Source: an optimization exercise on an open RTL-to-GDS flow (aim: small area). Production flows keep margins and buffers that such runs may drop.
RTL that was checked went through simulation tests only; none was proved equivalent to the original.
For runs 1 to 3, only the layout was checked, not whether the RTL still works.
No run shown here takes its clock network from TritonCTS; it comes from the design's own scripts or RTL.
The clock input has no modelled driver; a real chip could not lean on it and would need a root buffer or a full tree.
No activity file was given, so power comes from the tool's default toggle rates.

--- design/flow/design.v ---
module clock_divider (
    input wire clk,
    input wire rst,
    output wire game_tick
);
    localparam [17:0] LAST = 18'h1cd73;
    reg [17:0] s;
    reg half;
    wire last = (s == LAST);
    wire clr = rst | last;
    assign game_tick = last & ~half;
    always @(posedge clk)
    begin
        s <= ~({s[16:0], s[17] ^ s[6]} | {18{clr}});
        half <= ~rst & (half ^ last);
    end
endmodule
module obstacle_generator (
    input wire clk,
    input wire rst,
    input wire game_tick,
    output reg [5:0] nk1,
    output reg [6:0] nk2
);
    wire [6:0] c1;
    wire [7:0] c2;
    assign c1[0] = game_tick;
    assign c2[0] = game_tick;
    genvar i;
    generate
        for (i = 0; i < 6; i = i + 1) begin : g1
            assign c1[i+1] = nk1[i] & c1[i];
        end
        for (i = 0; i < 7; i = i + 1) begin : g2
            assign c2[i+1] = nk2[i] & c2[i];
        end
    endgenerate
    wire [5:0] nk1_inc = nk1 ^ c1[5:0];
    wire [6:0] nk2_inc = nk2 ^ c2[6:0];
    wire wrap1 = c1[6];
    wire wrap2 = c2[7];
    wire near1 = (nk1 < 6'd22);
    always @(posedge clk) begin
        if (rst | wrap1)
            nk1 <= 6'd10;                             
        else
            nk1 <= nk1_inc;
        if (rst | (wrap2 & ~near1))
            nk2 <= 7'd53;                             
        else if (wrap2)
            nk2 <= 7'd62;                             
        else
            nk2 <= nk2_inc;
    end
endmodule
module input_handler (
    input wire clk,
    input wire rst,
    input wire btn_jump,
    output reg jump_pressed
);
    reg       last;
    reg [2:0] run;
    wire change = btn_jump ^ last;
    wire full = ~(run[2] | run[1] | run[0]);
    wire feed = run[0] ? ~run[2] : (run[2] & run[1]);
    always @(posedge clk)
    begin
        last <= ~rst & btn_jump;
        run <= rst ? 3'b000 : change ? 3'b001 : {run[1:0], feed};
        jump_pressed <= ~rst & (full ? last : jump_pressed);
    end
endmodule
module game_fsm (
    input wire clk,
    input wire rst,
    input wire game_tick,
    input wire jump_pressed,
    input wire collision,
    output wire [4:0] dino_m,
    output wire low
);
    reg [5:0] phase;
    reg       game_over;
    localparam [5:0] IDLE  = 6'b010011;    
    localparam [5:0] START = 6'b101100;    
    assign dino_m = phase[4:0] ^ {5{phase[5]}};
    assign low = dino_m[4] | (&dino_m[3:0]);
    wire idle = ~phase[5] & phase[4] & phase[1] & phase[0];
    wire step = game_tick & ~game_over;
    wire [6:0] c;
    assign c[0] = step & ~idle;
    genvar i;
    generate
        for (i = 0; i < 6; i = i + 1) begin : g
            assign c[i+1] = phase[i] & c[i];
        end
    endgenerate
    always @(posedge clk)
    begin
        if (rst)
            phase <= IDLE;
        else if (step & idle & jump_pressed & ~collision)
            phase <= START;
        else
            phase <= phase ^ c[5:0];
        game_over <= ~rst & (game_over | (game_tick & collision));
    end
endmodule
module collision_detector (
    input wire low,
    input wire [5:0] nk1,
    input wire [6:0] nk2,
    output wire collision
);
    assign collision = low && (nk1 >= 6'd55 || nk2 >= 7'd119);
endmodule
module vga_controller (
    input wire clk,
    input wire rst,
    output reg [6:0] hq,
    output reg [3:0] hr,
    output reg [9:0] v,
    output wire hsync,
    output wire vsync,
    output wire display_area
);
    wire hr_end = hr[3] & hr[0];                          
    wire hq_end = hq[6] & (&hq[3:0]);                     
    wire v_end  = v[9] & v[3] & v[2];                     
    wire [6:0] hc = {hq[5:0] & hc[5:0], hr_end};
    wire [9:0] vc = {v[8:0] & vc[8:0], hr_end & hq_end};
    always @(posedge clk)
    begin
        hr <= (rst | hr_end) ? 4'd0 : {hr[3] ^ (&hr[2:0]), hr[2] ^ (&hr[1:0]), hr[1] ^ hr[0], ~hr[0]};
        hq <= (rst | (hr_end & hq_end)) ? 7'd0 : hq ^ hc;
        v  <= (rst | (hr_end & hq_end & v_end)) ? 10'd0 : v ^ vc;
    end
    wire [3:0] l = hq[3:0];
    wire hr_ge6 = hr[3] | (hr[2] & hr[1]);               
    wire hr_le1 = ~(hr[3] | hr[2] | hr[1]);              
    wire l_2_10 = (~l[3] & (l[2] | l[1])) | (l[3] & ~l[2] & ~(l[1] & l[0]));
    wire l_1  = ~l[3] & ~l[2] & ~l[1] & l[0];
    wire l_11 = l[3] & ~l[2] & l[1] & l[0];
    assign hsync = ~(hq[6] & (l_2_10 | (l_1 & hr_ge6) | (l_11 & hr_le1)));
    assign vsync = ~(v[9:1] == 9'd245);
    assign display_area = ~hq[6] && (v < 10'd480);
endmodule
module graphics_engine (
    input wire clk,
    input wire rst,
    input wire [6:0] hq,
    input wire [3:0] hr,
    input wire [9:0] v,
    input wire display_area,
    input wire [4:0] dino_m,
    input wire [5:0] nk1,
    input wire [6:0] nk2,
    output reg on,
    output reg white
);
    wire [6:0] a1;
    wire [7:0] a2;
    wire [5:0] d1;
    wire [6:0] d2;
    assign a1[0] = 1'b0;
    assign a2[0] = 1'b0;
    genvar i;
    generate
        for (i = 0; i < 6; i = i + 1) begin : g1
            assign d1[i] = hq[i] ^ nk1[i] ^ a1[i];
            assign a1[i+1] = (hq[i] & nk1[i]) | (a1[i] & (hq[i] ^ nk1[i]));
        end
        for (i = 0; i < 6; i = i + 1) begin : g2
            assign d2[i] = hq[i] ^ nk2[i] ^ a2[i];
            assign a2[i+1] = (hq[i] & nk2[i]) | (a2[i] & (hq[i] ^ nk2[i]));
        end
    endgenerate
    assign d2[6] = nk2[6] ^ a2[6];
    wire obs_row = (v >= 10'd330);
    wire in_obs = obs_row && ((d1 < 6'd5) || (d2 < 7'd5));
    reg [8:0] rtm;
    always @(*)
    begin
        case (dino_m)
            5'd0: rtm = 9'd502;
            5'd1: rtm = 9'd501;
            5'd2: rtm = 9'd499;
            5'd3: rtm = 9'd496;
            5'd4: rtm = 9'd492;
            5'd5: rtm = 9'd487;
            5'd6: rtm = 9'd481;
            5'd7: rtm = 9'd474;
            5'd8: rtm = 9'd466;
            5'd9: rtm = 9'd457;
            5'd10: rtm = 9'd447;
            5'd11: rtm = 9'd436;
            5'd12: rtm = 9'd424;
            5'd13: rtm = 9'd411;
            5'd14: rtm = 9'd397;
            5'd15: rtm = 9'd382;
            5'd16: rtm = 9'd366;
            5'd17: rtm = 9'd349;
            5'd18: rtm = 9'd331;
            default: rtm = 9'd312;
        endcase
    end
    wire [8:0] vh = v[9:1];
    wire [8:0] a3;
    wire [8:0] e;
    assign a3[0] = 1'b0;
    generate
        for (i = 0; i < 8; i = i + 1) begin : g3
            assign e[i] = vh[i] ^ rtm[i] ^ a3[i];
            assign a3[i+1] = (vh[i] & rtm[i]) | (a3[i] & (vh[i] ^ rtm[i]));
        end
    endgenerate
    assign e[8] = vh[8] ^ rtm[8] ^ a3[8];
    wire row_head = (e < 9'd10);
    wire row_body = (e >= 9'd10) && (e < 9'd25);
    wire row_tail = (e >= 9'd25) && (e < 9'd40);
    wire row_legs = (e >= 9'd40) && (e < 9'd45);
    wire hr_2_7 = (hr >= 4'd2) && (hr <= 4'd7);
    wire in_dino =
        (row_head && ((hq == 7'd8 && hr >= 4'd5) || (hq == 7'd9 && hr <= 4'd7))) ||
        (row_body && (hq >= 7'd6 && hq <= 7'd8)) ||
        (row_tail && (hq >= 7'd5 && hq <= 7'd8)) ||
        (row_legs && (hq == 7'd5 || ((hq == 7'd6 || hq == 7'd8) && hr_2_7)));
    always @(posedge clk)
    begin
        on <= ~rst & display_area;
        white <= ~rst & display_area & ~(in_obs | in_dino);
    end
endmodule
module top (
    input  wire        clk,
    input  wire        rst,
    input  wire        btn_jump,
    output wire        hsync,
    output wire        vsync,
    output wire [3:0]  red,
    output wire [3:0]  green,
    output wire [3:0]  blue
);
    wire        game_tick;
    wire        jump_pressed;
    wire [4:0]  dino_m;
    wire        low;
    wire [5:0]  nk1;
    wire [6:0]  nk2;
    wire        collision;
    wire [6:0]  hq;
    wire [3:0]  hr;
    wire [9:0]  v;
    wire        display_area;
    wire        on;
    wire        white;
    clock_divider u_clk_div (
        .clk      (clk),
        .rst      (rst),
        .game_tick(game_tick)
    );
    obstacle_generator u_obstacles (
        .clk        (clk),
        .rst        (rst),
        .game_tick  (game_tick),
        .nk1(nk1),
        .nk2(nk2)
    );
    input_handler u_input (
        .clk         (clk),
        .rst         (rst),
        .btn_jump    (btn_jump),
        .jump_pressed(jump_pressed)
    );
    game_fsm u_fsm (
        .clk         (clk),
        .rst         (rst),
        .game_tick   (game_tick),
        .jump_pressed(jump_pressed),
        .collision   (collision),
        .dino_m      (dino_m),
        .low         (low)
    );
    collision_detector u_collision (
        .low        (low),
        .nk1(nk1),
        .nk2(nk2),
        .collision  (collision)
    );
    vga_controller u_vga (
        .clk         (clk),
        .rst         (rst),
        .hq          (hq),
        .hr          (hr),
        .v           (v),
        .hsync       (hsync),
        .vsync       (vsync),
        .display_area(display_area)
    );
    graphics_engine u_gfx (
        .clk         (clk),
        .rst         (rst),
        .hq          (hq),
        .hr          (hr),
        .v           (v),
        .display_area(display_area),
        .dino_m      (dino_m),
        .nk1 (nk1),
        .nk2 (nk2),
        .on          (on),
        .white       (white)
    );
    assign red   = {on, white, white, white};
    assign green = {on, white, white, white};
    assign blue  = {on, white, white, white};
endmodule
--- design/flow/constraint.sdc ---
create_clock -name core_clock -period 40.0 [get_ports {clk}]
set_input_delay 8.0000 -clock core_clock [delete_from_list [all_inputs] [get_ports {clk}]]
set_output_delay 8.0000 -clock core_clock [all_outputs]
set_load 0.01 [all_outputs]
--- design/flow/flow/post_cts.tcl ---
# Replace the clock tree that clock_tree_synthesis built with a small one:
# the flip-flops are split into NCLK groups by position, each driven by one
# clock buffer placed at the group's centre; clk drives the NCLK buffers.
set nclk 4
set bufcell sky130_fd_sc_hd__clkbuf_8
if { [info exists ::env(MY_NCLK)] } { set nclk $::env(MY_NCLK) }
if { [info exists ::env(MY_CLKBUF)] } { set bufcell $::env(MY_CLKBUF) }

set db [ord::get_db]
set block [ord::get_db_block]
set clk_net [$block findNet clk]

set sinks {}
foreach inst [$block getInsts] {
  if { [[$inst getMaster] isSequential] } {
    foreach it [$inst getITerms] {
      if { [[$it getMTerm] getName] eq "CLK" } { lappend sinks $it }
    }
  }
}
set old {}
foreach inst [$block getInsts] {
  if { [regexp {^(clkbuf_|clkload)} [$inst getName]] } { lappend old $inst }
}
foreach it $sinks { $it disconnect }
foreach inst $old { odb::dbInst_destroy $inst }
foreach net [$block getNets] {
  if { [string match "clknet_*" [$net getName]] } { odb::dbNet_destroy $net }
}
puts "post_cts: removed [llength $old] clock tree cells, [llength $sinks] sinks"

# group the sinks: start from strips along x, then a few rounds of k-means
set pts {}
foreach it $sinks {
  set bb [[$it getInst] getBBox]
  lappend pts [list [expr {([$bb xMin] + [$bb xMax]) / 2}] [expr {([$bb yMin] + [$bb yMax]) / 2}] $it]
}
set pts [lsort -integer -index 0 $pts]
set n [llength $pts]
set grp {}
for { set i 0 } { $i < $n } { incr i } { lappend grp [expr {$i * $nclk / $n}] }
for { set iter 0 } { $iter < 20 } { incr iter } {
  for { set g 0 } { $g < $nclk } { incr g } { set sx($g) 0; set sy($g) 0; set cnt($g) 0 }
  foreach p $pts g $grp {
    set sx($g) [expr {$sx($g) + [lindex $p 0]}]
    set sy($g) [expr {$sy($g) + [lindex $p 1]}]
    incr cnt($g)
  }
  for { set g 0 } { $g < $nclk } { incr g } {
    if { $cnt($g) > 0 } {
      set cx($g) [expr {$sx($g) / $cnt($g)}]
      set cy($g) [expr {$sy($g) / $cnt($g)}]
    }
  }
  # assign each sink to its nearest centre that still has room, nearest pairs first
  set cap [expr {($n + $nclk - 1) / $nclk}]
  set pairs {}
  set i 0
  foreach p $pts {
    for { set g 0 } { $g < $nclk } { incr g } {
      lappend pairs [list [expr {abs([lindex $p 0] - $cx($g)) + abs([lindex $p 1] - $cy($g))}] $i $g]
    }
    incr i
  }
  set pairs [lsort -integer -index 0 $pairs]
  for { set g 0 } { $g < $nclk } { incr g } { set room($g) $cap }
  for { set i 0 } { $i < $n } { incr i } { set asg($i) -1 }
  foreach pr $pairs {
    set i [lindex $pr 1]; set g [lindex $pr 2]
    if { $asg($i) < 0 && $room($g) > 0 } { set asg($i) $g; incr room($g) -1 }
  }
  set newgrp {}
  for { set i 0 } { $i < $n } { incr i } { lappend newgrp $asg($i) }
  set grp $newgrp
}
set master [$db findMaster $bufcell]
for { set g 0 } { $g < $nclk } { incr g } {
  set members {}
  set tx 0; set ty 0
  foreach p $pts gg $grp {
    if { $gg == $g } { lappend members [lindex $p 2]; incr tx [lindex $p 0]; incr ty [lindex $p 1] }
  }
  if { [llength $members] == 0 } { continue }
  set bx [expr {$tx / [llength $members]}]
  set by [expr {$ty / [llength $members]}]
  set net [odb::dbNet_create $block "clknet_my_$g"]
  $net setSigType CLOCK
  set buf [odb::dbInst_create $block $master "clkbuf_my_$g"]
  [$buf findITerm A] connect $clk_net
  [$buf findITerm X] connect $net
  foreach it $members { $it connect $net }
  $buf setLocation $bx $by
  $buf setPlacementStatus PLACED
  puts "post_cts: clkbuf_my_$g drives [llength $members] sinks at $bx $by"
}
detailed_placement
check_placement -verbose
estimate_parasitics -placement
report_clock_skew
--- design/flow/config.mk ---
export PLATFORM = sky130hd
export DESIGN_NAME = top
export DESIGN_NICKNAME = top
export VERILOG_FILES = /design/flow/design.v
export SDC_FILE = /design/flow/constraint.sdc
export NUM_CORES = 4
export LEC_CHECK = 0
export CAP_MARGIN = 20
export CORE_MARGIN = 2
export CORE_UTILIZATION = 40
export SLEW_MARGIN = 20
export SYNTH_HIERARCHICAL = 1
--- design/flow/flow/run.sh ---
#!/bin/bash
# Standard ORFS layout (the standard.sh) with two changes:
#  - ports are buffered with buf_1 instead of the default buffer cell
#  - after CTS, the clock tree is replaced by a smaller one: the flip-flops
#    are split into 4 groups by position, each driven by one clkbuf_8 at the
#    group's centre, and clk drives the 4 buffers (flow/post_cts.tcl)
# The make output goes to standard.log; ORFS keeps each step's log under orfs/logs.
set -euo pipefail
export BUFFER_PORTS_ARGS="-buffer_cell sky130_fd_sc_hd__buf_1"
export POST_CTS_TCL="$PWD/flow/post_cts.tcl"
bash standard.sh > standard.log 2>&1
--- design/flow/standard.sh ---
#!/bin/bash
# synth_recipe.tcl (not shown) runs the flow's synth.tcl, then flattens the netlist and writes it again
# the make line also repeats each setting of config.mk as NAME=value (left out here)
make -C /OpenROAD-flow-scripts/flow DESIGN_CONFIG=/design/flow/config.mk WORK_HOME=/design/flow/orfs CLKGATE_MAP_FILE= SYNTH_SCRIPT=/design/flow/synth_recipe.tcl "${@:-finish}"
==> results of run 1 <==
## routing by layer
metal	part of all wire (%)	vias up
met3	2.8	8
met4	1.4	0
met5	0	-
li1	-	1277
met2	46	33
met1	49	1169
## cells by family (layout without fill, tap and decap cells)
kind of cell,Yosys count,after routing,synth area share [%]
AND/OR/NAND/NOR,113,113,18.0
flip-flops,67,67,35.8
AO/OA/AOI/OAI,64,64,12.5
adder cells (fa/ha/maj),59,59,22.9
buffers and inverters,49,51,6.58
XOR/XNOR,13,13,3.44
multiplexers,3,3,0.802
## area by class of cell
cell class | instances | area share, %
flip-flops and latches | 67 | 34.6
plain buffers | 4 | 1.42
inverters | 31 | 3.01
well taps | 111 | 3.59
repair buffers | 16 | 1.58
multi-input cells | 252 | 55.8
## registers in the layout, indices dropped and copies added (netlist names), 3 cells and up
name             cells
u_clk_div.s         18
u_fsm.phase          6
u_input.run          3
u_obstacles.nk1      6
u_obstacles.nk2      7
u_vga.hq             7
u_vga.hr             4
u_vga.v             10
## critical path: cells and delay by family, from the launching register on
kind | cells | cell delay, ns
buffers and inverters | 1 | 0.15
AO/OA/AOI/OAI | 1 | 0.12
flip-flops | 1 | 0.56
AND/OR/NAND/NOR | 2 | 0.48
## Yosys stat by module, one instance, submodules excluded
module              cells inside  flops+latches
clock_divider                 50             19
collision_detector             5              0
game_fsm                      37              7
graphics_engine              117              2
input_handler                 16              5
obstacle_generator            48             13
top                           12              0
vga_controller                83             21
## through the flow
| step | total power, mW | utilization [%] | worst slack (ns) | hold slack (ns) | instances |
|---|---|---|---|---|---|
| floorplan | 0.0748 | - | 31.04 | 0.383 | 368 |
| global placement | 0.0756 | 41.7 | 30.60 | 0.398 | 477 |
| detailed placement | 0.0757 | 41.7 | 30.58 | 0.395 | 477 |
| global route | 0.106 | 42.3 | 30.44 | 0.417 | 481 |
| finish | 0.101 | 42.3 | 30.52 | 0.391 | 481 |
## synth_stat cells (2+ instances only)
cell       instances  area, sq um
nand4_1            4         25.0
buf_6              2         22.5
xnor2_1            5         43.8
or3_1              5         31.3
nor4b_1            2         17.5
clkbuf_1           2         7.51
ha_1              43          538
a31oi_1            3         18.8
o211ai_1           2         15.0
fa_1              16          320
xor2_1             7         61.3
buf_4             12         90.1
nand3_1            6         30.0
a21oi_1           14         70.1
and3_1             2         12.5
o22ai_1            3         18.8
and2_1            23          144
nand2b_1           2         12.5
a211oi_1           9         67.6
or2b_2             2         17.5
nor3_1             5         25.0
buf_2              2         10.0
o31ai_1            2         15.0
nor2b_1            6         37.5
mux2i_1            3         30.0
dfxtp_1           67         1340
nand2_1            8         30.0
o21ai_0           11         55.1
o2111ai_1          2         17.5
nor2_1            27          101
a21o_1             3         22.5
inv_1             31          116
nand4bb_1          3         33.8
a21oi_2            2         17.5
nor3b_1            6         45.0
## worst paths after layout
path | start | end | slack, ns | depth (start not counted)
worst max-delay path | u_vga.hq[0] | hsync | 30.52 | 4
worst min-delay path | u_clk_div.s[7] | u_clk_div.s[8] | 0.39 | 1
worst max register to register | u_fsm.phase[5] | u_gfx.white | 34.98 | 17
worst min register to register | u_clk_div.s[7] | u_clk_div.s[8] | 0.39 | 1
## power by group through the flow
stage | logic, mW | clock network (mW) | registers, mW
6_report | 0.00396 | 0.0273 | 0.0701
5_1_grt | 0.00457 | 0.0312 | 0.0705
3_5_place_dp | 0.00407 | 0 | 0.0717
3_3_place_gp | 0.00398 | 0 | 0.0716
2_1_floorplan | 0.00352 | 0 | 0.0713
==> results.ini, run 1 <==
[yosys]
postSynthCellCount=368
netlist_area_sq_um=3750
async_reset_ff_share_pct=0
ys_types=61
ys_warn_count=12
ys.flop_type=dfxtp_1
synth-seq-cells=67
ys_seq_area_share_pct=35.8
syn_nets=430
synth_edf_count=0
syn_avg_cell_area_sq_um=10.2

[worst_setup_path]
critPathRequiredTime_ns=32.00
crit_fanout=10
startpoint_type=flip-flop
cp-end-kind=output pin
critPathMaxStageDelay_ns=0.56
worstPathCellList=and3_1, o31ai_1, nand4_1, buf_1
cp_slowest_cell=dfxtp_1
crit_type=flip-flop to output pin
worstPathArrival_ns=1.48

[clock_network]
cts_sinks=67
clkLatencyLatePin_ns=0.17
path_clk_slew_ns=0.12

[floorplan]
die_h_um=101
initial_core_util_pct=40.9
die_w_um=101
fp-row-count=35
core_area_sq_um=9150
dieArea_sq_um=10200
io_pins=17

[power_and_ir_drop]
p_leak_nw=1.66
p_seq_share_pct=69.2
ir_worst_vdd_uv=25.2
comb_power_share_pct=3.9
switching_share_pct=21.4
p_int_uw=79.7
clkPwrFrac_pct=26.9
switchingPower_uw=21.6
p_per_area_nw_per_um2=26.2

[global_routing]
grt_util_met3_pct=3.33
met1_usage_pct=17.5
grt_use_total_pct=13.4
overflow=0
grt_max_degree=49
grt_pass1_wl_um=11000
busiest_layer=met2
grt_pass1_vias=2387
grt_util_met2_pct=22.2
antenna_found_initial=0

[routing]
num_vias=2487
vias_per_cell=5.17
wire_per_inst_um=12.9
drtIter0Drc=73
finalWirelength_um=6190
dr.pass1.iters=4
final_antenna_net_count=0
drc=0

[run_status]
outcome=no timing/DRC/antenna violations

[finish]
multi_input_area_sq_um=2160
final_common_cell=dfxtp_1
antenna_cells=0
fin_area_sq_um=3870
fillers=887
regArea_sq_um=1340
final_cell_mix=dfxtp_1 (67), ha_1 (43), inv_1 (31), nor2_1 (27), and2_1 (23)
syn_to_final_growth_pct=3.34
layout.nets=434
final_layout_size_suffix_gt1_share_pct=5.68

[sta]
finalHoldViolations=0
relSlewSlack_pct=33.8
slew_viol_final=0
rsz0062_at_grt=false
skew_ns=0.0230
fmax_mhz=105
setup_violations=0
timing.final.crit_share_pct=23.7
finalSetupTns_ns=0
worstMarginPinSlew_ns=0.993
min_period_ns=9.48

[placed_design]
place_area_sq_um=3820
portBuffers=16
dp_hpwl_um=4660
routabilityCongestion=0.808

[worst_hold_path]
hold_class=flip-flop to flip-flop

[run]
cap_violations=0

==> run 2, diff against run 1 <==
--- a/design/flow/config.mk
+++ b/design/flow/config.mk
@@ -7,6 +7,6 @@
 export LEC_CHECK = 0
 export CAP_MARGIN = 20
 export CORE_MARGIN = 2
-export CORE_UTILIZATION = 40
+export CORE_UTILIZATION = 60
 export SLEW_MARGIN = 20
 export SYNTH_HIERARCHICAL = 1
==> run 2 against run 1 <==
Against the previous run:
- clock skew fell by 0.0084 ns
- largest cell class unchanged
- fmax rose by 0.88%
- critical path depth did not move
- utilization rose by 22 points
- synthesized area did not move
- sequential share of layout area rose by 0.34 points
- largest power group unchanged
- sequential power barely moved
- die area fell by 32%
- critical path type unchanged
- setup slack improved by 0.082 ns
- synthesized cell count did not move
- final cell count fell by 7.3%
==> results.ini, run 2 <==
[floorplan]
core_area_sq_um=5990
fp-row-count=28
die_w_um=83.0
die_h_um=83.0
dieArea_sq_um=6890
initial_core_util_pct=62.5
io_pins=17

[sta]
slew_viol_final=0
finalHoldViolations=0
timing.final.crit_share_pct=23.5
finalSetupTns_ns=0
setup_ws_ns=30.60
setup_violations=0
fmax_mhz=106
rsz0062_at_grt=false
skew_ns=0.0145
relSlewSlack_pct=62.7
min_period_ns=9.40
worstMarginPinSlew_ns=0.557

[placed_design]
portBuffers=16
routabilityCongestion=0.837
dp_hpwl_um=4870
place_ws_ns=30.80

[routing]
drc=0
drtIter0Drc=84
wire_per_inst_um=14.4
vias_per_cell=5.53
dr.pass1.iters=4
num_vias=2468
finalWirelength_um=6440
final_antenna_net_count=0

[global_routing]
grt_pass1_wl_um=11400
grt_max_degree=49
grt_use_total_pct=20.0
grt_pass1_vias=2516
antenna_found_initial=0
overflow=0

[yosys]
ys.flop_type=dfxtp_1
syn_avg_cell_area_sq_um=10.2
syn_nets=430
synthDominantCellAreaShare_pct=35.8
synthTopCellsByArea=dfxtp_1 (36%), ha_1 (14%), fa_1 (8.6%), and2_1 (3.8%), inv_1 (3.1%)
async_reset_ff_share_pct=0
ys_warn_count=12
synth-seq-cells=67
ys_types=61
synth_edf_count=0
synth_most_common_cell=dfxtp_1
postSynthCellCount=368
netlist_area_sq_um=3750
synth_common_cells=dfxtp_1 (67), ha_1 (43), inv_1 (31)
ys_seq_area_share_pct=35.8
synth_top_area_cell=dfxtp_1

[power_and_ir_drop]
p_per_area_nw_per_um2=26.2
ir_worst_vdd_uv=32.5
p_leak_nw=1.66
total_power_uw=100

[worst_hold_path]
hold_start=u_clk_div.s[11]
hold_class=flip-flop to flip-flop

[clock_network]
clkLatencyLatePin_ns=0.16
cts_sinks=67
path_clk_slew_ns=0.11

[run_status]
outcome=no timing/DRC/antenna violations

[worst_setup_path]
critPathMaxStageDelay_ns=0.52
cp-end-kind=output pin
crit_fanout=10
crit_type=flip-flop to output pin
worstPathCellList=and3_1, o31ai_1, nand4_1, buf_1
worstPathArrival_ns=1.40
cp_slowest_cell=dfxtp_1
critPathRequiredTime_ns=32.00
startpoint_type=flip-flop
rr_startpoint=u_fsm.phase[5]
startpoint=u_vga.hq[0]

[finish]
fillers=503
largest_register_ff_count=18
final_layout_size_suffix_gt1_share_pct=5.93
final_common_cell=dfxtp_1
final_cell_mix=dfxtp_1 (67), ha_1 (43), inv_1 (31), nor2_1 (27), and2_1 (23)
multi_input_area_sq_um=2160
largest_register=u_clk_div.s
largest_registers=u_clk_div.s x18, u_vga.v x10
layout.nets=435
syn_to_final_growth_pct=2.34
regArea_sq_um=1340
antenna_cells=0

[run]
cap_violations=0

run 2: cell counts after synthesis:
No cell type changed its count.
run 2: final cells by class:
class	instances	share of cell area, %
tap	75	2.45
inverter	31	3.04
sequential	67	35.0
multi-input combinational	252	56.3
timing repair buffer	17	1.80
buffer	4	1.44
run 2: worst paths after layout:
check | end | slack, ns | cells past startpoint
setup / recovery | hsync | 30.60 | 4
setup reg to reg | u_gfx.white | 34.90 | 17
hold reg to reg | u_clk_div.s[12] | 0.41 | 1
hold / removal | u_clk_div.s[12] | 0.41 | 1
run 2: cells by family after synthesis:
kind of cell	after synthesis	synth area share [%]
AOI/OAI and AO/OA	64	12.5
xor gates and xnor gates	13	3.44
adders and majority gates	59	22.9
buffers and inverters	49	6.58
DFF	67	35.8
muxes	3	0.802
and+or+nand+nor	113	18.0
run 2: power by group:
| group | leakage [nW] | switching [mW] | internal, mW |
|---|---|---|---|
| combinational | 1.08 | 0.00238 | 0.00173 |
| clock | 0.0288 | 0.0169 | 0.00930 |
| sequential | 0.548 | 0.00149 | 0.0687 |
| total | 1.66 | 0.0208 | 0.0797 |
run 2: critical path, delay by kind of cell (launching register included):
family	cells	cell delay (ns)
AOI/OAI and AO/OA	1	0.11
buffers and inverters	1	0.15
DFF	1	0.52
and+or+nand+nor	2	0.45
run 2: per-stage QoR:
stage               utilization (%)  hold slack [ns]  area (sq um)  instances
floorplan                         -            0.383          3750        368
global placement               63.1            0.394          3780        442
detailed placement             63.1            0.401          3780        442
global route                   64.0            0.435          3830        446
finish                         64.0            0.408          3830        446
run 2: per-layer routing:
| layer | routed length (um) | up-vias | track usage, % | part of all wire [%] |
|---|---|---|---|---|
| met5 | 0 | - | 0 | 0 |
| met4 | 88 | 0 | 4.77 | 1.4 |
| met3 | 122 | 8 | 4.27 | 1.9 |
| met2 | 3010 | 14 | 33.5 | 47 |
| met1 | 3220 | 1162 | 26.5 | 50 |
| li1 | - | 1284 | - | - |
run 2: Yosys stat by module, one instance, submodules excluded:
module / copies in the design / cells inside / cell area [sq um]
graphics_engine: 1 / 117 / 995
vga_controller: 1 / 83 / 933
clock_divider: 1 / 50 / 569
obstacle_generator: 1 / 48 / 569
game_fsm: 1 / 37 / 378
input_handler: 1 / 16 / 181
top: 1 / 12 / 90.1
collision_detector: 1 / 5 / 30.0
==> run 3, diff against run 2 <==
--- a/design/flow/config.mk
+++ b/design/flow/config.mk
@@ -9,4 +9,3 @@
 export CORE_MARGIN = 2
 export CORE_UTILIZATION = 60
 export SLEW_MARGIN = 20
-export SYNTH_HIERARCHICAL = 1
==> run 3 against run 2 <==
Against the previous run:
- setup slack improved by 0.082 ns
- sequential power about the same
- critical path type unchanged
- still clean
- critical endpoint unchanged
- clock skew increased by 0.0023 ns
==> results.ini, run 3 <==
[run_status]
outcome=no timing/DRC/antenna violations

[global_routing]
antenna_found_initial=0
grt_pass1_wl_um=11000
grt_use_total_pct=19.1
overflow=0
grt_pass1_vias=2477
grt_max_degree=34

[floorplan]
die_h_um=83.4
dieArea_sq_um=6960
core_area_sq_um=6030
fp-row-count=28
initial_core_util_pct=62.8
die_w_um=83.4
io_pins=17

[yosys]
synthMuxAreaShare_pct=1.35
synth_compound_area_share_pct=11.1
postSynthCellCount=399
synthDominantCellAreaShare_pct=35.4
synth_common_cells=dfxtp_1 (67), ha_1 (46), nor2_1 (42)
synth-seq-cells=67
synth_top_family_by_area=adder cells
synth_xor_area_share_pct=2.94
synth_most_common_cell=dfxtp_1
yosys.area_share.adder_pct=23.7
synth_simple_gate_area_share_pct=18.9
synthTopCellsByArea=dfxtp_1 (35%), ha_1 (15%), fa_1 (8.5%), and2_1 (4.5%), nor2_1 (4.2%)
syn_avg_cell_area_sq_um=9.49
ys.flop_type=dfxtp_1
ys_seq_area_share_pct=35.4
syn_nets=464
synth_top_area_cell=dfxtp_1
netlist_area_sq_um=3790
synth_edf_count=0
ys_warn_count=6
ys_types=50
async_reset_ff_share_pct=0

[sta]
fmax_mhz=107
timing.final.crit_share_pct=23.3
rsz0062_at_grt=false
slew_viol_final=0
worstMarginPinSlew_ns=0.663
finalSetupTns_ns=0
skew_ns=0.0168
fin_hold_ws_ns=0.400
min_period_ns=9.32
finalHoldViolations=0
setup_violations=0
relSlewSlack_pct=55.2

[finish]
largest_registers=u_clk_div.s x18, u_vga.v x10
final_layout_size_suffix_gt1_share_pct=2.03
final_common_cell=dfxtp_1
fin_area_sq_um=3860
largest_register=u_clk_div.s
largest_register_ff_count=18
final_cell_mix=dfxtp_1 (67), ha_1 (46), nor2_1 (42), inv_1 (28), and2_1 (27)
layout.nets=462
syn_to_final_growth_pct=1.85
antenna_cells=0
stdcell_count=470

[worst_hold_path]
hold_class=flip-flop to flip-flop

[worst_setup_path]
crit_type=flip-flop to output pin
startpoint_type=flip-flop
cp-end-kind=output pin
r2r_slack_ns=34.48
critPathRequiredTime_ns=32.00
crit_fanout=9
worstPathArrival_ns=1.32

[power_and_ir_drop]
switching_share_pct=20.5
clkPwrFrac_pct=25.6
ir_worst_vdd_uv=36.0
comb_power_share_pct=4.7
p_seq_share_pct=69.8
switchingPower_uw=20.6
p_int_uw=80.1
p_leak_nw=1.71
p_per_area_nw_per_um2=26.1

[placed_design]
place_area_sq_um=3800
portBuffers=16
dp_hpwl_um=4750
routabilityCongestion=0.804
dpl.cell_count=466

[routing]
finalWirelength_um=6260
wire_per_inst_um=13.3
dr.pass1.iters=4
num_vias=2609
drtIter0Drc=77
drc=0
final_antenna_net_count=0
vias_per_cell=5.55

[clock_network]
cts_sinks=67
clkLatencyLatePin_ns=0.16
path_clk_slew_ns=0.10

[run]
cap_violations=0

==> run 3: cell types whose count changed after synthesis, moves of 4 or more <==
cell / before / now
nor2_1: 27 / 42
a211oi_1: 9 / 1
o21ai_0: 11 / 19
clkbuf_1: 2 / 9
a21oi_1: 14 / 20
nand2_1: 8 / 13
and2_1: 23 / 27
nor3b_1: 6 / 2
==> run 3: cells by family (layout without fill, tap and decap cells) <==
family | after synthesis | in the layout
adder cells (fa/ha/maj) | 62 | 62
AO/OA/AOI/OAI | 68 | 68
flip-flops | 67 | 67
XOR/XNOR | 11 | 11
AND/OR/NAND/NOR | 133 | 133
buffers and inverters | 53 | 49
multiplexers | 5 | 5
==> run 3: final cells by class <==
class	instances	area, sq um
Timing Repair Buffer	17	67.6
Sequential cell	67	1340
Tap cell	75	93.8
Buffer	4	55.1
Multi-Input combinational cell	279	2190
Fill cell	523	2170
Inverter	28	105
==> run 3: per-stage QoR <==
stage | utilization (%) | total power, mW | setup slack [ns]
after floorplan | - | 0.0758 | 31.09
after global placement | 63.1 | 0.0764 | 30.85
after detailed placement | 63.1 | 0.0765 | 30.82
after global routing | 64.0 | 0.105 | 30.52
final | 64.0 | 0.101 | 30.68
==> run 3: path summary, 6_finish.rpt <==
path | from | end | cells past startpoint
setup / recovery | u_vga.hq[0] | hsync | 5
hold / removal | u_clk_div.s[0] | u_clk_div.s[1] | 1
setup reg to reg | u_fsm.phase[5] | u_gfx.white | 17
hold reg to reg | u_clk_div.s[0] | u_clk_div.s[1] | 1
==> run 3: metal layers <==
| layer | global-route usage [%] | vias to the layer above | share of wire [%] |
|---|---|---|---|
| li1 | - | 1343 | - |
| met1 | 25.4 | 1222 | 50 |
| met2 | 31.8 | 33 | 46 |
| met3 | 3.58 | 11 | 2.2 |
| met4 | 5.43 | 0 | 1.7 |
| met5 | 0 | - | 0 |
==> run 3: critical path, cell delays in order (launching register included) <==
cell     delay (ns)
dfxtp_1        0.50
inv_1          0.14
nor3_1         0.18
o21ai_0        0.10
nand3_1        0.10
buf_1          0.15
==> run 3: power by group through the flow <==
stage	sequential [mW]	combinational, mW	clock, mW
floorplan	0.0714	0.00437	0
global placement	0.0717	0.00468	0
detailed placement	0.0718	0.00476	0
global route	0.0706	0.00537	0.0292
finish	0.0703	0.00472	0.0257
==> run 4, diff against run 3 <==
--- a/design/flow/design.v
+++ b/design/flow/design.v
@@ -183,26 +183,26 @@
     always @(*)
     begin
         case (dino_m)
-            5'd0: rtm = 9'd502;
-            5'd1: rtm = 9'd501;
-            5'd2: rtm = 9'd499;
-            5'd3: rtm = 9'd496;
-            5'd4: rtm = 9'd492;
-            5'd5: rtm = 9'd487;
-            5'd6: rtm = 9'd481;
-            5'd7: rtm = 9'd474;
-            5'd8: rtm = 9'd466;
-            5'd9: rtm = 9'd457;
-            5'd10: rtm = 9'd447;
-            5'd11: rtm = 9'd436;
-            5'd12: rtm = 9'd424;
-            5'd13: rtm = 9'd411;
-            5'd14: rtm = 9'd397;
-            5'd15: rtm = 9'd382;
-            5'd16: rtm = 9'd366;
-            5'd17: rtm = 9'd349;
-            5'd18: rtm = 9'd331;
-            default: rtm = 9'd312;
+            5'd0: rtm = 9'd6;
+            5'd1: rtm = 9'd5;
+            5'd2: rtm = 9'd3;
+            5'd3: rtm = 9'd0;
+            5'd4: rtm = 9'd508;
+            5'd5: rtm = 9'd503;
+            5'd6: rtm = 9'd497;
+            5'd7: rtm = 9'd490;
+            5'd8: rtm = 9'd482;
+            5'd9: rtm = 9'd473;
+            5'd10: rtm = 9'd463;
+            5'd11: rtm = 9'd452;
+            5'd12: rtm = 9'd440;
+            5'd13: rtm = 9'd427;
+            5'd14: rtm = 9'd413;
+            5'd15: rtm = 9'd398;
+            5'd16: rtm = 9'd382;
+            5'd17: rtm = 9'd365;
+            5'd18: rtm = 9'd347;
+            default: rtm = 9'd328;
         endcase
     end
     wire [8:0] vh = v[9:1];
@@ -216,10 +216,10 @@
         end
     endgenerate
     assign e[8] = vh[8] ^ rtm[8] ^ a3[8];
-    wire row_head = (e < 9'd10);
-    wire row_body = (e >= 9'd10) && (e < 9'd25);
-    wire row_tail = (e >= 9'd25) && (e < 9'd40);
-    wire row_legs = (e >= 9'd40) && (e < 9'd45);
+    wire row_head = (e >= 9'd16) && (e < 9'd26);
+    wire row_body = (e >= 9'd26) && (e < 9'd41);
+    wire row_tail = (e >= 9'd41) && (e < 9'd56);
+    wire row_legs = (e >= 9'd56) && (e < 9'd61);
     wire hr_2_7 = (hr >= 4'd2) && (hr <= 4'd7);
     wire in_dino =
         (row_head && ((hq == 7'd8 && hr >= 4'd5) || (hq == 7'd9 && hr <= 4'd7))) ||
--- a/design/flow/config.mk
+++ b/design/flow/config.mk
@@ -7,5 +7,6 @@
 export LEC_CHECK = 0
 export CAP_MARGIN = 20
 export CORE_MARGIN = 2
-export CORE_UTILIZATION = 60
+export CORE_UTILIZATION = 40
 export SLEW_MARGIN = 20
+export SYNTH_HIERARCHICAL = 1
==> run 4 against run 3 <==
Against the previous run:
- still clean
- clock skew down 0.00060 ns
- die area up 45%
- register-to-register slack got worse by 0.23 ns
- synthesized area shrank 1.6%
- global-route usage decreased by 5.1 points
- utilization is 22 points lower
- via count fell by 6.3%
- hold slack better by 0.011 ns
- wire length is 2.1% higher
- critical endpoint unchanged
==> results.ini, run 4 <==
[run_status]
outcome=no timing/DRC/antenna violations

[finish]
largest_registers=u_clk_div.s x18, u_vga.v x10
final_core_util_pct=42.1
final_layout_size_suffix_gt1_share_pct=5.15
stdcell_count=480
layout.nets=435
fillers=905
antenna_cells=0
largest_register=u_clk_div.s
final_cell_mix=dfxtp_1 (67), ha_1 (45), nor2_1 (29), inv_1 (28), and2_1 (23)
largest_register_ff_count=18
fin_area_sq_um=3860
final_common_cell=dfxtp_1
syn_to_final_growth_pct=3.46

[yosys]
synth_edf_count=0
ys_warn_count=12
synth-seq-cells=67
synth_top_area_cell=dfxtp_1
async_reset_ff_share_pct=0
synth_common_cells=dfxtp_1 (67), ha_1 (45), nor2_1 (29)
ys_types=59
ys_seq_area_share_pct=36.0
postSynthCellCount=367
netlist_area_sq_um=3730
synthDominantCellAreaShare_pct=36.0
synthTopCellsByArea=dfxtp_1 (36%), ha_1 (15%), fa_1 (8.6%), and2_1 (3.9%), nor2_1 (2.9%)
ys.flop_type=dfxtp_1
syn_avg_cell_area_sq_um=10.2
synth_most_common_cell=dfxtp_1
syn_nets=431

[worst_setup_path]
startpoint_type=flip-flop
crit_fanout=11
cp-end-kind=output pin
r2r_slack_ns=34.25
critPathRequiredTime_ns=32.00
crit_type=flip-flop to output pin
worstPathArrival_ns=1.41

[routing]
finalWirelength_um=6400
drc=0
final_antenna_net_count=0
wire_per_inst_um=13.3
dr.pass1.iters=4
drtIter0Drc=72
num_vias=2445
vias_per_cell=5.09

[floorplan]
initial_core_util_pct=40.7
io_pins=17
fp-row-count=35
die_w_um=101
dieArea_sq_um=10100
core_area_sq_um=9150
die_h_um=101

[sta]
timing.final.crit_share_pct=23.5
worstMarginPinSlew_ns=0.798
finalSetupTns_ns=0
skew_ns=0.0162
min_period_ns=9.41
slew_viol_final=0
rsz0062_at_grt=false
setup_violations=0
finalHoldViolations=0
fmax_mhz=106
relSlewSlack_pct=45.5

[placed_design]
place_area_sq_um=3800
dpl.cell_count=476
routabilityCongestion=0.741
dp_hpwl_um=4890
portBuffers=16

[clock_network]
path_clk_slew_ns=0.11
cts_sinks=67
clkLatencyLatePin_ns=0.17

[global_routing]
grt_max_degree=48
grt_use_total_pct=14.0
grt_pass1_vias=2447
grt_pass1_wl_um=11400
antenna_found_initial=0
overflow=0

[worst_hold_path]
hold_class=flip-flop to flip-flop

[power_and_ir_drop]
p_per_area_nw_per_um2=26.2
ir_worst_vdd_uv=27.8
p_leak_nw=1.66

[run]
cap_violations=0

run 4: per-layer routing:
| layer | GRT usage, % | share of wire, % | wire [um] |
|---|---|---|---|
| met5 | 0 | 0 | 0 |
| met3 | 2.43 | 2.6 | 168 |
| met2 | 24.7 | 48 | 3050 |
| met1 | 17.8 | 48 | 3080 |
| met4 | 3.27 | 1.5 | 93 |
run 4: where the power goes:
part	internal [mW]	switching [mW]
Sequential	0.0687	0.00142
Combinational	0.00172	0.00239
Clock	0.00932	0.0174
run 4: path summary, 6_finish.rpt:
check | cells after the start | to | startpoint
max | 4 | hsync | u_vga.hq[0]
min | 1 | u_clk_div.s[8] | u_clk_div.s[7]
max reg2reg | 17 | u_gfx.white | u_fsm.phase[5]
min reg2reg | 1 | u_clk_div.s[8] | u_clk_div.s[7]
run 4: stage by stage:
stage | worst slack, ns | power [mW] | hold slack [ns]
2_1_floorplan | 31.04 | 0.0748 | 0.383
3_3_place_gp | 30.85 | 0.0757 | 0.397
3_5_place_dp | 30.79 | 0.0758 | 0.403
5_1_grt | 30.48 | 0.106 | 0.412
6_report | 30.59 | 0.101 | 0.411
run 4: area by class of cell:
type,count,area [sq um],area share [%]
buffer,4,55.1,1.43
inverter,28,105,2.73
multi-input combinational,253,2150,55.7
sequential,67,1340,34.8
tap,111,139,3.60
timing repair buffer,17,68.8,1.78
run 4: logic make-up after synthesis:
logic type / after synthesis / synth area share, %
buffers and inverters: 47 / 6.41
AO/OA/AOI/OAI: 59 / 11.2
multiplexers: 2 / 0.537
XOR/XNOR: 15 / 3.52
flip-flops: 67 / 36.0
AND/OR/NAND/NOR: 116 / 18.7
adder cells (fa/ha/maj): 61 / 23.7
run 4: per-module statistics from Yosys (local to each module, per instance):
module	flip-flops and latches	area (sq um)	cells inside	copies in the design
collision_detector	0	30.0	5	1
clock_divider	19	569	50	1
obstacle_generator	13	569	48	1
graphics_engine	2	976	116	1
top	0	90.1	12	1
input_handler	5	181	16	1
game_fsm	7	378	37	1
vga_controller	21	933	83	1
run 4: worst max-delay path: stages (launching register included):
cell	delay (ns)
dfxtp_1	0.53
and3_1	0.36
o31ai_1	0.11
nand4_1	0.09
buf_1	0.15
==> run 5, diff against run 4 <==
--- a/design/flow/config.mk
+++ b/design/flow/config.mk
@@ -9,4 +9,3 @@
 export CORE_MARGIN = 2
 export CORE_UTILIZATION = 40
 export SLEW_MARGIN = 20
-export SYNTH_HIERARCHICAL = 1
==> run 5 against run 4 <==
Against the previous run:
- synthesized cell count is 2.2% higher
- sequential power hardly changed
- still clean
- synthesized area is 0.67% lower
- critical endpoint unchanged
- fmax is 0.52% higher
- highest routed layer unchanged
==> results.ini, run 5 <==
[run_status]
outcome=no timing/DRC/antenna violations

[yosys]
postSynthCellCount=375
ys_types=50
ys_warn_count=6
synth_edf_count=0
synth-seq-cells=67
ys_seq_area_share_pct=36.2
syn_avg_cell_area_sq_um=9.87
synthTopCellsByArea=dfxtp_1 (36%), ha_1 (16%), fa_1 (8.7%), and2_1 (4.4%), nor2_1 (3.5%)
netlist_area_sq_um=3700
syn_nets=441
synth_common_cells=dfxtp_1 (67), ha_1 (47), nor2_1 (35)
async_reset_ff_share_pct=0
synth_most_common_cell=dfxtp_1
synthDominantCellAreaShare_pct=36.2
synth_top_area_cell=dfxtp_1
ys.flop_type=dfxtp_1

[sta]
setup_ws_ns=30.64
relSlewSlack_pct=57.1
setup_violations=0
timing.final.crit_share_pct=23.4
finalSetupTns_ns=0
min_period_ns=9.36
fin_hold_ws_ns=0.406
fmax_mhz=107
slew_viol_final=0
finalHoldViolations=0
skew_ns=0.0145
rsz0062_at_grt=false
worstMarginPinSlew_ns=0.641

[finish]
antenna_cells=0
largest_register_ff_count=18
regArea_sq_um=1340
final_core_util_pct=42.1
final_layout_size_suffix_gt1_share_pct=3.19
largest_registers=u_clk_div.s x18, u_vga.v x10
syn_to_final_growth_pct=3.51
final_cell_mix=dfxtp_1 (67), ha_1 (47), nor2_1 (35), inv_1 (28), and2_1 (26)
multi_input_area_sq_um=2120
fillers=890
final_common_cell=dfxtp_1
largest_register=u_clk_div.s
layout.nets=444

[clock_network]
path_clk_slew_ns=0.11
clkLatencyLatePin_ns=0.17
cts_sinks=67

[worst_setup_path]
rr_startpoint=u_fsm.phase[5]
cp-end-kind=output pin
r2r_slack_ns=34.79
crit_fanout=5
rr_endpoint=u_gfx.white
critPathRequiredTime_ns=32.00
startpoint=u_vga.hr[1]
worstPathCellList=inv_1, o21ai_0, a211oi_1, o21ai_0, nand2_1, buf_1
critPathMaxStageDelay_ns=0.41
worstPathArrival_ns=1.36
startpoint_type=flip-flop
crit_end=hsync
cp_slowest_cell=dfxtp_1
crit_top_cell=o21ai_0
ff2ff_path_depth=18
crit_type=flip-flop to output pin

[power_and_ir_drop]
total_power_uw=102
p_per_area_nw_per_um2=26.6
ir_worst_vdd_uv=26.7
p_leak_nw=1.72

[floorplan]
die_h_um=100
initial_core_util_pct=40.6
core_area_sq_um=9110
io_pins=17
die_w_um=100
fp-row-count=35
dieArea_sq_um=10000

[placed_design]
routabilityCongestion=0.805
dp_hpwl_um=4720
portBuffers=16
place_ws_ns=30.83

[global_routing]
grt_max_degree=34
grt_use_total_pct=13.3
grt_pass1_wl_um=10700
antenna_found_initial=0
overflow=0
grt_pass1_vias=2394

[worst_hold_path]
hold_class=flip-flop to flip-flop

[routing]
vias_per_cell=5.04
final_antenna_net_count=0
dr.pass1.iters=4
num_vias=2454
drtIter0Drc=48
finalWirelength_um=6120
wire_per_inst_um=12.6
drc=0

[run]
cap_violations=0

-- run 5: cell count changes after synthesis, moves of 3 or more --
| cell | before | now |
|---|---|---|
| a211oi_1 | 9 | 3 |
| a21oi_1 | 12 | 16 |
| and2_1 | 23 | 26 |
| nand2_1 | 7 | 16 |
| nand4_1 | 5 | 0 |
| nand4b_1 | 0 | 3 |
| nand4bb_1 | 3 | 0 |
| nor2_1 | 29 | 35 |
| nor3b_1 | 5 | 0 |
| o31ai_1 | 3 | 0 |
-- run 5: how the worst min path moves through the flow --
stage | start | end | slack [ns] | cells after the start
finish | u_clk_div.s[14] | u_clk_div.s[15] | 0.41 | 1
global route | u_clk_div.s[14] | u_clk_div.s[15] | 0.41 | 1
detailed placement | u_clk_div.s[11] | u_clk_div.s[12] | 0.39 | 1
global placement | u_clk_div.s[14] | u_clk_div.s[15] | 0.39 | 1
floorplan | u_clk_div.s[1] | u_clk_div.s[2] | 0.38 | 1
-- run 5: kinds of logic after synthesis --
family	after synthesis	share of synthesized area [%]
DFF	67	36.2
buffers and inverters	49	6.49
adders and majority gates	63	24.5
and+or+nand+nor	122	17.7
AOI/OAI and AO/OA	55	10.2
muxes	3	0.845
xor gates and xnor gates	16	3.99
-- run 5: final cells by class --
type / count / area share, %
tap: 111 / 3.62
timing repair buffer: 17 / 1.76
buffer: 4 / 1.44
inverter: 29 / 2.84
multi-input combinational: 259 / 55.3
sequential: 67 / 35.0
-- run 5: critical path, delay by kind of cell (launching register included) --
| kind | cells | cell delay, ns |
|---|---|---|
| buf+inv | 2 | 0.22 |
| simple gates | 1 | 0.07 |
| flops | 1 | 0.41 |
| compound gates | 3 | 0.50 |
-- run 5: report_power, final --
| group | leakage (nW) | total, mW | switching, mW | internal, mW |
|---|---|---|---|---|
| registers | 0.548 | 0.0702 | 0.00144 | 0.0688 |
| logic | 1.14 | 0.00480 | 0.00281 | 0.00198 |
| clock network | 0.0288 | 0.0270 | 0.0177 | 0.00933 |
| total | 1.72 | 0.102 | 0.0219 | 0.0801 |
-- run 5: per-stage QoR --
| step | instance area (sq um) | cells |
|---|---|---|
| 3_5_place_dp | 3780 | 483 |
| 3_3_place_gp | 3780 | 483 |
| 5_1_grt | 3830 | 487 |
| 6_report | 3830 | 487 |
| 2_1_floorplan | 3700 | 375 |
-- run 5: per-layer routing --
layer	global-route usage, %	wire (um)	up-vias	share of wire (%)
li1	-	-	1261	-
met1	17.4	3040	1160	50
met2	22.2	2830	27	46
met3	3.69	201	6	3.3
met4	2.74	50	0	0.82
met5	0	0	-	0
==> run 6, diff against run 5 <==
--- a/design/flow/design.v
+++ b/design/flow/design.v
@@ -39,7 +39,7 @@
     wire [6:0] nk2_inc = nk2 ^ c2[6:0];
     wire wrap1 = c1[6];
     wire wrap2 = c2[7];
-    wire near1 = (nk1 < 6'd22);
+    wire near1 = (~nk1[5] & ~nk1[4]) | (~nk1[5] & nk1[4] & ~nk1[3] & ~nk1[2]) | (~nk1[5] & nk1[4] & ~nk1[3] & nk1[2] & ~nk1[1]);
     always @(posedge clk) begin
         if (rst | wrap1)
             nk1 <= 6'd10;                             
@@ -113,7 +113,8 @@
     input wire [6:0] nk2,
     output wire collision
 );
-    assign collision = low && (nk1 >= 6'd55 || nk2 >= 7'd119);
+    assign collision = low & ((nk1[5] & nk1[4] & ~nk1[3] & nk1[2] & nk1[1] & nk1[0]) | (nk1[5] & nk1[4] & nk1[3]) |
+                               (nk2[6] & nk2[5] & nk2[4] & ~nk2[3] & nk2[2] & nk2[1] & nk2[0]) | (nk2[6] & nk2[5] & nk2[4] & nk2[3]));
 endmodule
 module vga_controller (
     input wire clk,
@@ -143,8 +144,8 @@
     wire l_1  = ~l[3] & ~l[2] & ~l[1] & l[0];
     wire l_11 = l[3] & ~l[2] & l[1] & l[0];
     assign hsync = ~(hq[6] & (l_2_10 | (l_1 & hr_ge6) | (l_11 & hr_le1)));
-    assign vsync = ~(v[9:1] == 9'd245);
-    assign display_area = ~hq[6] && (v < 10'd480);
+    assign vsync = ~((~v[9] & v[8] & v[7] & v[6] & v[5] & ~v[4] & v[3] & ~v[2] & v[1]));
+    assign display_area = ~hq[6] & ((~v[9] & ~v[8]) | (~v[9] & v[8] & ~v[7]) | (~v[9] & v[8] & v[7] & ~v[6]) | (~v[9] & v[8] & v[7] & v[6] & ~v[5]));
 endmodule
 module graphics_engine (
     input wire clk,
@@ -177,8 +178,8 @@
         end
     endgenerate
     assign d2[6] = nk2[6] ^ a2[6];
-    wire obs_row = (v >= 10'd330);
-    wire in_obs = obs_row && ((d1 < 6'd5) || (d2 < 7'd5));
+    wire obs_row = ((~v[9] & v[8] & ~v[7] & v[6] & ~v[5] & ~v[4] & v[3] & ~v[2] & v[1]) | (~v[9] & v[8] & ~v[7] & v[6] & ~v[5] & ~v[4] & v[3] & v[2]) | (~v[9] & v[8] & ~v[7] & v[6] & ~v[5] & v[4]) | (~v[9] & v[8] & ~v[7] & v[6] & v[5]) | (~v[9] & v[8] & v[7]) | v[9]);
+    wire in_obs = obs_row & (((~d1[5] & ~d1[4] & ~d1[3] & ~d1[2]) | (~d1[5] & ~d1[4] & ~d1[3] & d1[2] & ~d1[1] & ~d1[0])) | ((~d2[6] & ~d2[5] & ~d2[4] & ~d2[3] & ~d2[2]) | (~d2[6] & ~d2[5] & ~d2[4] & ~d2[3] & d2[2] & ~d2[1] & ~d2[0])));
     reg [8:0] rtm;
     always @(*)
     begin
@@ -216,16 +217,24 @@
         end
     endgenerate
     assign e[8] = vh[8] ^ rtm[8] ^ a3[8];
-    wire row_head = (e >= 9'd16) && (e < 9'd26);
-    wire row_body = (e >= 9'd26) && (e < 9'd41);
-    wire row_tail = (e >= 9'd41) && (e < 9'd56);
-    wire row_legs = (e >= 9'd56) && (e < 9'd61);
-    wire hr_2_7 = (hr >= 4'd2) && (hr <= 4'd7);
+    wire row_head = (~e[8] & ~e[7] & ~e[6] & ~e[5] & e[4] & ~e[3]) | (~e[8] & ~e[7] & ~e[6] & ~e[5] & e[4] & e[3] & ~e[2] & ~e[1]);
+    wire row_body = (~e[8] & ~e[7] & ~e[6] & ~e[5] & e[4] & e[3] & ~e[2] & e[1]) | (~e[8] & ~e[7] & ~e[6] & ~e[5] & e[4] & e[3] & e[2]) | (~e[8] & ~e[7] & ~e[6] & e[5] & ~e[4] & ~e[3]) | (~e[8] & ~e[7] & ~e[6] & e[5] & ~e[4] & e[3] & ~e[2] & ~e[1] & ~e[0]);
+    wire row_tail = (~e[8] & ~e[7] & ~e[6] & e[5] & ~e[4] & e[3] & ~e[2] & ~e[1] & e[0]) | (~e[8] & ~e[7] & ~e[6] & e[5] & ~e[4] & e[3] & ~e[2] & e[1]) | (~e[8] & ~e[7] & ~e[6] & e[5] & ~e[4] & e[3] & e[2]) | (~e[8] & ~e[7] & ~e[6] & e[5] & e[4] & ~e[3]);
+    wire row_legs = (~e[8] & ~e[7] & ~e[6] & e[5] & e[4] & e[3] & ~e[2]) | (~e[8] & ~e[7] & ~e[6] & e[5] & e[4] & e[3] & e[2] & ~e[1] & ~e[0]);
+    wire hq5 = ((~hq[6] & ~hq[5] & ~hq[4] & ~hq[3] & hq[2] & ~hq[1] & hq[0]));
+    wire hq6 = ((~hq[6] & ~hq[5] & ~hq[4] & ~hq[3] & hq[2] & hq[1] & ~hq[0]));
+    wire hq8 = ((~hq[6] & ~hq[5] & ~hq[4] & hq[3] & ~hq[2] & ~hq[1] & ~hq[0]));
+    wire hq9 = ((~hq[6] & ~hq[5] & ~hq[4] & hq[3] & ~hq[2] & ~hq[1] & hq[0]));
+    wire hq_6_8 = ((~hq[6] & ~hq[5] & ~hq[4] & ~hq[3] & hq[2] & hq[1]) | (~hq[6] & ~hq[5] & ~hq[4] & hq[3] & ~hq[2] & ~hq[1] & ~hq[0]));
+    wire hq_5_8 = ((~hq[6] & ~hq[5] & ~hq[4] & ~hq[3] & hq[2] & ~hq[1] & hq[0]) | (~hq[6] & ~hq[5] & ~hq[4] & ~hq[3] & hq[2] & hq[1]) | (~hq[6] & ~hq[5] & ~hq[4] & hq[3] & ~hq[2] & ~hq[1] & ~hq[0]));
+    wire hr_2_7 = ((~hr[3] & ~hr[2] & hr[1]) | (~hr[3] & hr[2]));
+    wire hr_ge5 = ((~hr[3] & hr[2] & ~hr[1] & hr[0]) | (~hr[3] & hr[2] & hr[1]) | hr[3]);
+    wire hr_le7 = (~hr[3]);
     wire in_dino =
-        (row_head && ((hq == 7'd8 && hr >= 4'd5) || (hq == 7'd9 && hr <= 4'd7))) ||
-        (row_body && (hq >= 7'd6 && hq <= 7'd8)) ||
-        (row_tail && (hq >= 7'd5 && hq <= 7'd8)) ||
-        (row_legs && (hq == 7'd5 || ((hq == 7'd6 || hq == 7'd8) && hr_2_7)));
+        (row_head & ((hq8 & hr_ge5) | (hq9 & hr_le7))) |
+        (row_body & hq_6_8) |
+        (row_tail & hq_5_8) |
+        (row_legs & (hq5 | ((hq6 | hq8) & hr_2_7)));
     always @(posedge clk)
     begin
         on <= ~rst & display_area;
==> run 6 against run 5 <==
Against the previous run:
- global-route usage rose by 0.069 points
- setup slack got worse by 0.038 ns
- fmax fell by 0.41%
- critical path depth fell by 1
- sequential share of layout area rose by 1.0 points
- clock skew rose by 0.0084 ns
- register-to-register slack got worse by 0.55 ns
- first-iteration DRC count rose by 10%
- cell area fell by 2.8%
- critical path type unchanged
==> results.ini, run 6 <==
[routing]
drtIter0Drc=53
finalWirelength_um=6060
num_vias=2455
wire_per_inst_um=12.8
final_antenna_net_count=0
dr.pass1.iters=4
drc=0
vias_per_cell=5.18

[yosys]
postSynthCellCount=365
synth_compound_area_share_pct=8.85
synthTopCellsByArea=dfxtp_1 (37%), ha_1 (15%), fa_1 (8.8%), nor2_1 (4.4%), and2_1 (4.0%)
synth_top_family_by_area=adder cells
synth_most_common_cell=dfxtp_1
synth_top_area_cell=dfxtp_1
ys_seq_area_share_pct=37.0
synth_edf_count=0
synth_simple_gate_area_share_pct=20.2
synth_xor_area_share_pct=3.90
yosys.area_share.adder_pct=24.0
syn_nets=428
ys_types=48
synthMuxAreaShare_pct=0.553
ys_warn_count=6
ys.flop_type=dfxtp_1
synth-seq-cells=67
syn_avg_cell_area_sq_um=9.92
netlist_area_sq_um=3620
synthDominantCellAreaShare_pct=37.0
synth_common_cells=dfxtp_1 (67), ha_1 (44), nor2_1 (42)
async_reset_ff_share_pct=0

[finish]
largest_register_ff_count=18
final_layout_size_suffix_gt1_share_pct=2.73
largest_registers=u_clk_div.s x18, u_vga.v x10
largest_register=u_clk_div.s
fin_area_sq_um=3720
layout.nets=431
multi_input_area_sq_um=2080
final_cell_mix=dfxtp_1 (67), ha_1 (44), nor2_1 (42), and2_1 (23), nand2_1 (21)
final_common_cell=dfxtp_1
antenna_cells=0
regArea_sq_um=1340
fillers=847
final_core_util_pct=42.5
syn_to_final_growth_pct=2.83

[worst_hold_path]
hold_path_depth=1
hold_class=flip-flop to flip-flop
hold_start=u_clk_div.s[2]
hold_end=u_clk_div.s[3]

[worst_setup_path]
ff2ff_path_depth=16
crit_fanout=6
critPathRequiredTime_ns=32.00
critPathMaxStageDelay_ns=0.41
startpoint_type=flip-flop
crit_type=flip-flop to output pin
cp-end-kind=output pin
worstPathCellList=inv_1, nand2_1, a2111o_1, nand3_1, buf_1
rr_startpoint=u_fsm.phase[5]
worstPathArrival_ns=1.40
cp_slowest_cell=a2111o_1
rr_endpoint=u_gfx.white
r2r_slack_ns=34.24

[run]
cap_violations=0

[sta]
rsz0062_at_grt=false
relSlewSlack_pct=64.3
finalHoldViolations=0
worstMarginPinSlew_ns=0.534
setup_violations=0
skew_ns=0.0229
min_period_ns=9.40
finalSetupTns_ns=0
timing.final.crit_share_pct=23.5
slew_viol_final=0
fmax_mhz=106

[floorplan]
core_area_sq_um=8760
fp-row-count=34
dieArea_sq_um=9830
initial_core_util_pct=41.3
die_h_um=99.1
io_pins=17
die_w_um=99.1

[clock_network]
cts_sinks=67
path_clk_slew_ns=0.11
clkLatencyLatePin_ns=0.17

[placed_design]
portBuffers=16
dp_hpwl_um=4620
routabilityCongestion=0.836
place_area_sq_um=3670

[global_routing]
antenna_found_initial=0
grt_use_total_pct=13.4
grt_max_degree=28
grt_pass1_wl_um=10600
overflow=0
grt_pass1_vias=2327

[power_and_ir_drop]
ir_worst_vdd_uv=25.6
p_per_area_nw_per_um2=27.2
p_leak_nw=1.67

[run_status]
outcome=no timing/DRC/antenna violations

-- run 6: changes by cell type in the layout (fill, tap and decap cells not counted), moves of 4 or more --
cell	delta
nand2_1	+5
nor2_1	+7
o21ai_0	+10
nor2b_1	-4
inv_1	-17
nand3_1	+4
-- run 6: worst max-delay path by stage --
stage | from | to | slack, ns | cells after the start
6_report | u_vga.hr[3] | hsync | 30.60 | 5
5_1_grt | u_vga.hq[1] | hsync | 30.46 | 5
2_1_floorplan | u_vga.hr[3] | hsync | 31.00 | 4
3_5_place_dp | u_vga.hq[1] | hsync | 30.80 | 5
3_3_place_gp | u_vga.hq[1] | hsync | 30.80 | 5
-- run 6: cell type report --
type	instances	area share [%]
multi-input cells	267	55.9
repair buffers	17	1.81
plain buffers	4	1.48
inverters	11	1.11
flip-flops and latches	67	36.0
well taps	108	3.63
-- run 6: critical path, delay by kind of cell (launching register included) --
kind | cells | cell delay [ns]
compound gates | 1 | 0.41
simple gates | 2 | 0.17
buf+inv | 2 | 0.28
flops | 1 | 0.38
-- run 6: cells by family (layout without fill, tap and decap cells) --
logic type	after synthesis	after routing
adders and majority gates	60	60
AOI/OAI and AO/OA	52	52
muxes	2	2
xor gates and xnor gates	14	14
DFF	67	67
and+or+nand+nor	139	139
buffers and inverters	31	32
-- run 6: metal layers --
metal | vias up | global-route usage, % | wire length (um) | share of wire [%]
met5 | - | 0 | 0 | 0
met4 | 0 | 5.06 | 111 | 1.8
met3 | 6 | 2.18 | 172 | 2.8
met2 | 33 | 22.4 | 2750 | 45
met1 | 1175 | 17.5 | 3030 | 50
li1 | 1241 | - | - | -
-- run 6: per-stage QoR --
stage | cells | hold WS [ns] | setup slack (ns) | power [mW]
floorplan | 365 | 0.382 | 31.00 | 0.0758
global route | 474 | 0.425 | 30.46 | 0.107
detailed placement | 470 | 0.396 | 30.80 | 0.0762
finish | 474 | 0.405 | 30.60 | 0.101
global placement | 470 | 0.392 | 30.80 | 0.0760
-- run 6: report_power, final --
group          total (mW)  switching (mW)  internal, mW
Clock              0.0269          0.0176       0.00932
Sequential         0.0701         0.00138        0.0688
Combinational     0.00440         0.00269       0.00171
Total               0.101          0.0217        0.0798

## port drivers added, routing unchanged
Ports are ideal in the flow. The routed layouts listed here were re-timed in OpenROAD.
Step 1: set_driving_cell puts a clkbuf_16 on clk and a buf_2 on each other input, an assumption about the parent block.
Step 2, shift: input delay + t, output delay - t, t = (earliest + latest rising clock arrival at the registers) / 2. This alone moves slack from input paths to output paths.
Three values: ideal, step 1, step 2; two values: the first two.
run	t, ns	setup slack, ns	hold slack, ns	worst register clock-pin slew, ns	cell pins on the clock port's net
run 1	0.221	30.520 / 30.463 / 30.640	0.391 / 0.391 / 0.391	0.12 / 0.12	4
run 2	0.215	30.602 / 30.544 / 30.759	0.408 / 0.408 / 0.408	0.11 / 0.11	4
run 3	0.213	30.684 / 30.626 / 30.839	0.400 / 0.400 / 0.400	0.11 / 0.11	4
run 4	0.213	30.586 / 30.532 / 30.745	0.411 / 0.411 / 0.411	0.11 / 0.11	4
run 5	0.217	30.635 / 30.578 / 30.796	0.406 / 0.406 / 0.406	0.11 / 0.11	4
run 6	0.222	30.597 / 30.534 / 30.756	0.405 / 0.405 / 0.405	0.12 / 0.12	4
After both steps every run listed still meets setup and hold.
